This is an optimization exercise on Yosys and OpenROAD, whose aim is small area, a short achievable clock period and few clock cycles, not a production implementation. At most, simulation tests tie the RTL to the original design; equivalence was not proved. No activity file was given, so power comes from the tool's default toggle rates.

== run 1 ==
// stackMultiCycle
module stackMultiCycle(
	clk,
	rst,
	mem_addr,
	mem_rdata,
	mem_wdata,
	mem_we);
Size: about 1800 cells after synthesis, about 660 flip-flops, roughly 0.023 mm2 of cells after synthesis.
export LEC_CHECK = 0
export CAP_MARGIN = 20
export CORE_MARGIN = 2
export CORE_UTILIZATION = 70
export CTS_BUF_LIST = sky130_fd_sc_hd__clkbuf_8
export CTS_CLUSTER_DIAMETER = 50
export CTS_CLUSTER_SIZE = 20
export PLACE_DENSITY = 0.9
export SETUP_SLACK_MARGIN = 1.9
export SLEW_MARGIN = 20
create_clock -name core_clock -period 4.0 [get_ports {clk}]
standard.sh (not shown) runs the stock make flow with config.mk's settings and CLKGATE_MAP_FILE= SYNTH_SCRIPT=/design/flow/synth_recipe.tcl, a recipe that flattens the netlist after the stock synthesis.
==> flow/flow/run.sh <==
#!/bin/bash
# Standard layout, with port buffers of a plain buffer cell and resizing not
# held to the same cell footprint. Each tool's output goes to standard.log.
set -euo pipefail
bash standard.sh MATCH_CELL_FOOTPRINT=0 "BUFFER_PORTS_ARGS=-buffer_cell sky130_fd_sc_hd__buf_4" finish > standard.log 2>&1
Testbench counts of run 1, summed over its fixed seeds: cycles 48,074.
> inputs changed (run 1 -> run 2)
Settings: SETUP_SLACK_MARGIN: 1.9 -> 2.0.
- Run 2 finished every stage and its layout cleared the timing, DRC and antenna checks.
- Combinational power share (run 2 over run 1): increase, 1.4 points
- Run 2 supports a lower top clock frequency than run 1.
- Taking run 1 as the reference, in run 2 leakage power rose 0.36%, worst setup slack fell 160 ps, cell area rose about 0.5%, HPWL after detailed placement shows a reduction of 0.92%.
- In the route summary, run 2 ends up with a via count exceeding that of run 1.
- Est. power | run 2 vs run 1 | run 2 lower
- Summary of the comparison: average detailed-routed wire length per instance is higher in run 2, relative to run 1.
- Run 2 gives more detail-routed via count per cell than run 1 did.
Setup changes, run 2 to run 3
Settings: SETUP_SLACK_MARGIN: 2.0 -> 1.9.
==> flow/run.sh (new file) <==
#!/bin/bash
# synth_recipe.tcl (not shown) runs the flow's synth.tcl, then flattens the netlist and writes it again
# the make line also repeats each setting of config.mk as NAME=value (left out here)
make -C /OpenROAD-flow-scripts/flow DESIGN_CONFIG=/design/flow/config.mk WORK_HOME=/design/flow/orfs CLKGATE_MAP_FILE= SYNTH_SCRIPT=/design/flow/synth_recipe.tcl finish
removed: flow/flow/run.sh
removed: flow/standard.sh
Notes after the runs:
Run 2 has a higher final routed wirelength across all metal layers than run 3. | worst hold slack | run 3 vs run 2 | better |. Compared with run 2, in run 3 detailed-route vias per instance fell by about 0.9%; relative max-transition margin fell by 6.2 points; placed instance count stayed essentially flat.

* * *

Setup of oak:
Another version of the RTL of stackMultiCycle (not shown whole).
Size: about 1800 cells after synthesis, ~650 flip-flops.
==> flow/config.mk <==
export PLATFORM = sky130hd
export DESIGN_NAME = stackMultiCycle
export DESIGN_NICKNAME = stackMultiCycle
export VERILOG_FILES = /design/flow/design.v
export SDC_FILE = /design/flow/constraint.sdc
export NUM_CORES = 4
export LEC_CHECK = 0
export CAP_MARGIN = 20
export CORE_MARGIN = 2
export CORE_UTILIZATION = 70
export CTS_BUF_LIST = sky130_fd_sc_hd__clkbuf_8
export CTS_CLUSTER_DIAMETER = 50
export CTS_CLUSTER_SIZE = 20
export PLACE_DENSITY = 0.9
export SETUP_SLACK_MARGIN = 1.9
export SLEW_MARGIN = 20
==> flow/constraint.sdc <==
create_clock -name core_clock -period 4.0 [get_ports {clk}]
set_input_delay 0.8000 -clock core_clock [delete_from_list [all_inputs] [get_ports {clk}]]
set_output_delay 0.8000 -clock core_clock [all_outputs]
set_load 0.01 [all_outputs]
run.sh (not shown) runs the stock make flow with config.mk's settings and CLKGATE_MAP_FILE= SYNTH_SCRIPT=/design/flow/synth_recipe.tcl, a recipe that flattens the netlist after the stock synthesis.
Stock flow here: none of the scripts above is used.
> inputs changed (oak -> maple)
==> flow/flow/run.sh (new file) <==
#!/bin/bash
# Standard layout, with port buffers of a plain buffer cell and resizing not
# held to the same cell footprint. Each tool's output goes to standard.log.
set -euo pipefail
bash standard.sh MATCH_CELL_FOOTPRINT=0 "BUFFER_PORTS_ARGS=-buffer_cell sky130_fd_sc_hd__buf_4" finish > standard.log 2>&1
==> flow/standard.sh (new file) <==
#!/bin/bash
# synth_recipe.tcl (not shown) runs the flow's synth.tcl, then flattens the netlist and writes it again
# the make line also repeats each setting of config.mk as NAME=value (left out here)
make -C /OpenROAD-flow-scripts/flow DESIGN_CONFIG=/design/flow/config.mk WORK_HOME=/design/flow/orfs CLKGATE_MAP_FILE= SYNTH_SCRIPT=/design/flow/synth_recipe.tcl "${@:-finish}"
removed: flow/run.sh
Findings:
- Compared with oak, maple shows a lower required time at the worst-slack endpoint.
- Against oak, slack of the critical path in maple came out better.
- In maple relative to oak, global-route wire length before repair had gone down slightly.
No run of this note included a check of the RTL's function; only the layout flow was run.

* * *

Setup of run G:
stackMultiCycle, a different RTL version from the one above (not shown whole).
Size in the first run: roughly 1,600 cells after synthesis, ~640 flip-flops, about 0.021 mm² of cells after synthesis.
export LEC_CHECK = 0
export CAP_MARGIN = 20
export CORE_MARGIN = 2
export CORE_UTILIZATION = 60
export CTS_BUF_LIST = sky130_fd_sc_hd__clkbuf_8
export CTS_CLUSTER_DIAMETER = 50
export CTS_CLUSTER_SIZE = 20
export SETUP_SLACK_MARGIN = 2.0
export SLEW_MARGIN = 20
create_clock -name core_clock -period 4.0 [get_ports {clk}]
Stock flow here: none of the scripts above is used.
Input-level comparison between run A and run G:
diff --git a/flow/config.mk b/flow/config.mk
--- a/flow/config.mk
+++ b/flow/config.mk
@@ -11,3 +11,3 @@
-export CTS_BUF_LIST = sky130_fd_sc_hd__clkbuf_8
-export CTS_CLUSTER_DIAMETER = 50
-export CTS_CLUSTER_SIZE = 20
+export CTS_BUF_LIST = sky130_fd_sc_hd__clkbuf_16
+export CTS_CLUSTER_DIAMETER = 60
+export CTS_CLUSTER_SIZE = 30
Findings:
The higher fraction of standard cell area that is sequential of run G and run A is in run G.
Run G → run A: number of global-route vias before repair stayed essentially flat, first-pass GRT wire length has remained practically unchanged, total number of cells along the worst setup path shows an increase of 2, share of total power in the clock network shows an increase of 2.2 points.
Per the comparison of run A with run G, power grew by about 3%; area growth from synthesis to layout grew by 0.84 points; maximum number of pins on one net before global-route repair held steady; cell row count held steady.
In the reports for run G and run A, the smaller final wirelength belongs to run A.
The length of routed met3 wiring in run G is 0.905 times that in run A.
No functional check of the RTL was part of any run of this note.

* * *

## harbor
Another version of the RTL of stackMultiCycle (not shown whole).
Size: about 1,700 cells after synthesis, ~640 flip-flops, about 24 I/O pins, about 0.022 sq mm of cells after synthesis.
make LEC_CHECK=0 CAP_MARGIN=20 CORE_MARGIN=2 CORE_UTILIZATION=60 CTS_BUF_LIST=sky130_fd_sc_hd__clkbuf_8 CTS_CLUSTER_DIAMETER=50 CTS_CLUSTER_SIZE=20 SETUP_SLACK_MARGIN=2.0 SLEW_MARGIN=20 finish   # period 4.0 ns
The following lists how indigo was set up differently from harbor:
- swapping 60 for 70 in CORE_UTILIZATION
- swapping 2.0 for 1.8 in SETUP_SLACK_MARGIN
--- outcome ---
Relative to harbor, the all-layer global routing usage of indigo is higher by 1.8 points.
In indigo, area added between synthesis and finish is lower than in harbor.
Clock-cell share of area delta for indigo relative to harbor: 0.85 points lower
Taking harbor as the reference point, the total power per unit cell area of indigo falls by 2.5%.
harbor -> indigo: count of buffers not belonging to the clock network in the layout decreased by more than 10%
Compared with harbor, in indigo switching part of the total power lost 0.20 points; via count lost 0.80%.
Compared to harbor, indigo has clock skew 7.7 ps lower.
Re power drawn by the clock network: indigo is 14% down on harbor.
What indigo reported for total power has to be multiplied by 1.05 to get the figure for harbor.
Function was not checked in any run of this note: the RTL went through the layout flow alone.

* * *

== wip/garnet ==
The RTL this note starts from:
==> flow/design.v <==
`timescale 1ps/1ps
module ALU (
    input  [7:0] a,
    input  [7:0] b,
    input        cin,
    output [7:0] out
    );
    wire [8:0] g0 = {a & b, cin};
    wire [8:0] p0 = {a ^ b, 1'b0};
    wire [8:0] g1, p1, g2, p2, g3, p3, g4;
    genvar i;
    generate
        for (i = 0; i < 9; i = i + 1) begin : ks
            if (i >= 1) begin
                assign g1[i] = g0[i] | (p0[i] & g0[i-1]);
                assign p1[i] = p0[i] & p0[i-1];
            end else begin
                assign g1[i] = g0[i];
                assign p1[i] = p0[i];
            end
            if (i >= 2) begin
                assign g2[i] = g1[i] | (p1[i] & g1[i-2]);
                assign p2[i] = p1[i] & p1[i-2];
            end else begin
                assign g2[i] = g1[i];
                assign p2[i] = p1[i];
            end
            if (i >= 4) begin
                assign g3[i] = g2[i] | (p2[i] & g2[i-4]);
                assign p3[i] = p2[i] & p2[i-4];
            end else begin
                assign g3[i] = g2[i];
                assign p3[i] = p2[i];
            end
            if (i >= 8) assign g4[i] = g3[i] | (p3[i] & g3[i-8]);
            else assign g4[i] = g3[i];
        end
    endgenerate
    assign out = p0[8:1] ^ g4[7:0];
endmodule
`timescale 1ps/1ps
module Stack #(parameter DEPTH = 62) (
    input            clk,
    input            dn,       
    input      [7:0] d_in,     
    output     [7:0] c0,       
    output     [7:0] c1        
    );
    reg [7:0] c [0:DEPTH-1];
    integer i;
    always @(posedge clk) begin
        c[0] <= ~(dn ? d_in : c[1]);
        for (i = 1; i < DEPTH-1; i = i + 1)
            c[i] <= ~(dn ? c[i-1] : c[i+1]);
        c[DEPTH-1] <= ~c[DEPTH-2];
    end
    assign c0 = ~c[0];
    assign c1 = c[1];
endmodule
`timescale 1ps/1ps
module stackMultiCycle(
	clk,
	rst,
	mem_addr,
	mem_rdata,
	mem_wdata,
	mem_we);
input clk,rst;
output [4:0] mem_addr;
input [7:0] mem_rdata;
output [7:0] mem_wdata;
output mem_we;
    reg  [4:0] addr;     
    reg  [4:0] pc;       
    reg        we;       
    reg        dcyc;     
    reg        d_push;   
    reg  [4:0] ja;       
    reg  [7:0] t, n;     
    reg        tz;       
    reg x_add, x_sub, x_and, x_not, x_jz, x_push;
    reg hit_r;           
    reg p_add, p_sub, p_and, p_not, p_jz, p_push, p_pop, p_jmp, p_hit;
    reg [4:0] p_a;
    reg o, dn_a, dn_h;
    reg  [7:0] c_valid;
    reg  [7:0] c_we;     
    reg  [1:0] c_tag  [0:7];
    reg  [7:0] c_data [0:7];
    assign mem_addr  = addr;
    assign mem_we    = we;
    assign mem_wdata = t;
    wire d_pop    = dcyc & ~d_push;
    wire taken    = x_jz & tz;
    wire miss     = x_push & ~hit_r;
    wire hit_now  = x_push & hit_r;
    wire push_now = hit_now | d_push;
    wire pop_now  = x_add | x_sub | x_and | d_pop;
    wire hold_now = ~(push_now | pop_now);
    wire o_next   = o ^ hold_now;
    wire [2:0] op     = mem_rdata[7:5];
    wire       r_add  = op == 3'b000;
    wire       r_sub  = op == 3'b001;
    wire       r_and  = op == 3'b010;
    wire       r_not  = op == 3'b011;
    wire       r_push = op == 3'b100;
    wire       r_pop  = op == 3'b101;
    wire       r_jmp  = op == 3'b110;
    wire       r_jz   = op == 3'b111;
    wire [2:0] ci     = mem_rdata[2:0];
    wire       r_hit  = c_valid[ci] & (c_tag[ci] == mem_rdata[4:3]);
    wire       f_ok   = ~dcyc & ~taken & ~miss;    
    wire       p_fill = ja[2:0] == p_a[2:0];
    wire       p_hitf = p_fill ? (ja[4:3] == p_a[4:3]) : p_hit;
    wire [4:0] seq = addr + 5'd1;
    integer k;
    always @(posedge clk, posedge rst) begin
        if (rst) begin
            addr    <= 5'd0;
            pc      <= 5'd0;
            we      <= 1'b0;
            dcyc    <= 1'b0;
            d_push  <= 1'b0;
            x_add   <= 1'b0;
            x_sub   <= 1'b0;
            x_and   <= 1'b0;
            x_not   <= 1'b0;
            x_jz    <= 1'b0;
            x_push  <= 1'b0;
            o       <= 1'b0;
            dn_a    <= 1'b1;
            dn_h    <= 1'b0;
            c_valid <= 8'd0;
            c_we    <= 8'd0;
        end else begin
            if (~dcyc) pc <= seq;
            o       <= o_next;
            c_valid <= c_valid | c_we;
            if (d_push) begin
                addr   <= (p_pop | p_jmp) ? p_a : pc;
                we     <= p_pop;
                dcyc   <= p_pop;
                d_push <= 1'b0;
                x_add  <= p_add;
                x_sub  <= p_sub;
                x_and  <= p_and;
                x_not  <= p_not;
                x_jz   <= p_jz;
                x_push <= p_push;
                dn_a   <= ~o_next & ~(p_pop | p_add | p_sub | p_and);
                dn_h   <= p_push & p_hitf;
                c_we   <= {8{p_pop}} & (8'd1 << p_a[2:0]);
            end else begin
                if (d_pop) addr <= pc;
                else if (taken | miss) addr <= ja;
                else if (r_pop | r_jmp) addr <= mem_rdata[4:0];
                else addr <= seq;
                we     <= f_ok & r_pop;
                dcyc   <= (f_ok & r_pop) | miss;
                d_push <= miss;
                x_add  <= f_ok & r_add;
                x_sub  <= f_ok & r_sub;
                x_and  <= f_ok & r_and;
                x_not  <= f_ok & r_not;
                x_jz   <= f_ok & r_jz;
                x_push <= f_ok & r_push;
                dn_a   <= miss | (~o_next & ~(f_ok & (r_pop | r_add | r_sub | r_and)));
                dn_h   <= f_ok & r_push & r_hit;
                c_we   <= ({8{f_ok & r_pop}} & (8'd1 << ci))
                        | ({8{miss}} & (8'd1 << ja[2:0]));
            end
        end
    end
    always @(posedge clk) begin
        hit_r <= d_push ? p_hitf : r_hit;
        p_add <= r_add;
        p_sub <= r_sub;
        p_and <= r_and;
        p_not <= r_not;
        p_jz  <= r_jz;
        p_push <= r_push;
        p_pop <= r_pop;
        p_jmp <= r_jmp;
        p_hit <= r_hit;
        p_a   <= mem_rdata[4:0];
        if (d_push) ja <= p_a;
        else if (f_ok) ja <= mem_rdata[4:0];
        for (k = 0; k < 8; k = k + 1)
            if (c_we[k]) begin
                c_tag[k]  <= ja[4:3];
                c_data[k] <= d_push ? mem_rdata : t;
            end
    end
    wire [7:0] c0, c1;
    Stack stk (.clk(clk), .dn(dn_a | dn_h), .d_in(o ? t : n), .c0(c0), .c1(c1));
    wire [7:0] n_pop = o ? c1 : c0;
    always @(posedge clk) begin
        n <= ({8{hold_now}} & n) | ({8{push_now}} & t) | ({8{pop_now}} & n_pop);
    end
    wire [7:0] sum, diff;
    ALU add0 (.a(t), .b(n),  .cin(1'b0), .out(sum));
    ALU sub0 (.a(t), .b(~n), .cin(1'b1), .out(diff));
    wire [7:0] cval   = c_data[ja[2:0]];
    wire       t_keep = ~(dcyc | x_add | x_sub | x_and | x_not | hit_now);
    wire [7:0] t_or   = t | n;
    wire       z_sum  = ((t ^ n) ^ {t_or[6:0], 1'b0}) == 8'd0;    
    always @(posedge clk) begin
        t <= ({8{t_keep}}  & t)
           | ({8{d_push}}  & mem_rdata)
           | ({8{d_pop}}   & n)
           | ({8{x_add}}   & sum)
           | ({8{x_sub}}   & diff)
           | ({8{x_and}}   & (t & n))
           | ({8{x_not}}   & ~t)
           | ({8{hit_now}} & cval);
        tz <= (t_keep  & tz)
            | (d_push  & (mem_rdata == 8'd0))
            | (d_pop   & (n == 8'd0))
            | (x_add   & z_sum)
            | (x_sub   & (t == n))
            | (x_and   & ((t & n) == 8'd0))
            | (x_not   & (t == 8'hff))
            | (hit_now & (cval == 8'd0));
    end
endmodule
clock: 4.0 ns
lec_check: 0
cap_margin: 20
core_margin: 2
core_utilization: 70
cts_buf_list: sky130_fd_sc_hd__clkbuf_8
cts_cluster_diameter: 50
cts_cluster_size: 20
place_density: 0.95
setup_slack_margin: 1.9
slew_margin: 20
wip/garnet | stages: all done | timing, DRC, antenna: all pass
Testbench counts of wip/garnet, summed over its fixed seeds: cycles 48,074.
## Diff of input files: wip/nickel against wip/garnet
Settings: PLACE_DENSITY: 0.95 -> unset; SETUP_SLACK_MARGIN: 1.9 -> 1.8.
==> comparison <==
Final worst slack delta (wip/nickel -> wip/garnet): insignificant. wip/garnet → wip/nickel: met1 routed wirelength after detailed routing grew by 840 µm, timing-limited maximum frequency was more or less identical, combined area of the multi-input logic cells -0.95%. Against wip/garnet, wip/nickel reports a number of optimization iterations in the first detailed-route pass that is lower. Delta(overall power after layout, wip/nickel - wip/garnet) < 0. The final reports for wip/nickel and wip/garnet show post-detailed-route wirelength per cell lower in the former. | critical path depth | wip/nickel vs wip/garnet | 8 lower |.
Input changes introduced in wip/umber (baseline for comparison: wip/nickel):
Settings: changing SETUP_SLACK_MARGIN from 1.8 to 1.6.
Findings:
Against wip/nickel, wip/umber reports a part of the cycle the worst path needs that is higher.
The global-route wire length before repair in wip/umber sits 1.7% below the value recorded for wip/nickel.
wip/nickel -> wip/umber: area after detailed placement flat
Sort wip/nickel and wip/umber by utilization after layout, ascending, and wip/umber comes first.
Row routed metal-1 wirelength: wip/umber lower / wip/nickel higher
Lower first-pass iteration count of the detailed router was reported by wip/nickel, not wip/umber.
Summary — met2 routing resource usage after global routing, wip/umber relative to wip/nickel: lower, by 0.68 points.
Sequential power essentially unchanged between wip/umber and wip/nickel.
In the metrics for wip/nickel and wip/umber, the one carrying the higher fraction of power consumed by combinational cells is wip/nickel.
Cmp wip/umber vs wip/nickel: clock-buffer cell count lower in wip/umber
--- input diff wip/umber..wip/zinc ---
Settings: a change of SETUP_SLACK_MARGIN from 1.6 to 1.8.
==> flow/flow/run.sh (new file) <==
#!/bin/bash
# Standard layout, with port buffers of a plain buffer cell and resizing not
# held to the same cell footprint. Each tool's output goes to standard.log.
set -euo pipefail
bash standard.sh MATCH_CELL_FOOTPRINT=0 "BUFFER_PORTS_ARGS=-buffer_cell sky130_fd_sc_hd__buf_4" finish > standard.log 2>&1
==> flow/standard.sh (new file) <==
#!/bin/bash
# synth_recipe.tcl (not shown) runs the flow's synth.tcl, then flattens the netlist and writes it again
# the make line also repeats each setting of config.mk as NAME=value (left out here)
make -C /OpenROAD-flow-scripts/flow DESIGN_CONFIG=/design/flow/config.mk WORK_HOME=/design/flow/orfs CLKGATE_MAP_FILE= SYNTH_SCRIPT=/design/flow/synth_recipe.tcl "${@:-finish}"
removed: flow/run.sh
### Flow results
Clock share of power essentially unchanged between wip/umber and wip/zinc.
Summary of wip/zinc over wip/umber: number of cells on the critical path neither gained nor lost much; setup slack after placement saw an increase; sink count of the clock tree comparable; violation count after the first detailed-route iteration went up by 27.
wip/zinc vs wip/umber, type of the worst min-delay path: input port to async pin vs flip-flop to flip-flop
The inputs of wip/onyx differ from those of wip/zinc as listed below.
==> flow/flow/run.sh <==
#!/bin/bash
# Standard layout with port buffers of a plain buffer cell. Each tool's
# output goes to standard.log.
set -euo pipefail
bash standard.sh "BUFFER_PORTS_ARGS=-buffer_cell sky130_fd_sc_hd__buf_4" finish > standard.log 2>&1
==> comparison <==
Between wip/zinc and wip/onyx, the actual transition at the worst max-transition pin is higher for wip/zinc.
wip/zinc -> wip/onyx: number of violations of the max-capacitance limit delta 0, exact match
The power dissipated in sequential cells on wip/zinc is in line with that on wip/onyx.
Diff wip/zinc -> wip/onyx: cell depth of the worst setup path closely matched the old numbers, layout-stage area growth over the synthesis result neither gained nor lost much, minimum period implied by the final worst setup slack +0.023 ns.

-- port drivers added, routing unchanged --
The flow's constraints put no driver on any port. The routed layouts listed below were extracted and timed again, unchanged, in two steps. Step 1: set_driving_cell puts a clkbuf_16 on clk and a buf_2 on each other input, an assumption about the parent block. Step 2, shift: input delay + t, output delay - t, t = (earliest + latest rising clock arrival at the registers) / 2. This alone moves slack from input paths to output paths. Three values: ideal, step 1, step 2; two values: the first two.
run	t (ns)	setup WS [ns]	worst register clock-pin slew, ns	worst data-port slew with drivers (ns)
run 1	0.657	1.941 / 1.895 / 1.489	0.12 / 0.12	0.03
run 2	0.637	1.785 / 1.785 / 1.417	0.12 / 0.12	0.03
run 3	0.630	1.846 / 1.846 / 1.323	0.12 / 0.12	0.04
oak	0.651	1.724 / 1.724 / 1.235	0.12 / 0.12	0.06
maple	0.641	1.765 / 1.765 / 1.342	0.12 / 0.12	0.06
run G	0.669	1.668 / 1.682 / 1.013	0.12 / 0.12	0.04
run A	0.605	1.592 / 1.594 / 0.990	0.10 / 0.10	0.06
harbor	0.701	1.816 / 1.816 / 1.222	0.12 / 0.12	0.03
indigo	0.627	1.828 / 1.805 / 1.297	0.11 / 0.11	0.03
wip/garnet	0.644	1.852 / 1.852 / 1.344	0.12 / 0.12	0.04
wip/nickel	0.641	1.852 / 1.804 / 1.295	0.11 / 0.11	0.03
wip/umber	0.640	1.672 / 1.624 / 1.100	0.11 / 0.11	0.03
wip/zinc	0.651	1.836 / 1.788 / 1.599	0.12 / 0.12	0.03
wip/onyx	0.651	1.813 / 1.765 / 1.596	0.12 / 0.12	0.03
After both steps every run listed still meets setup and hold. The setup slack of run G, which loses most, moves by +0.014 ns with the drivers and by -0.655 ns with both steps.
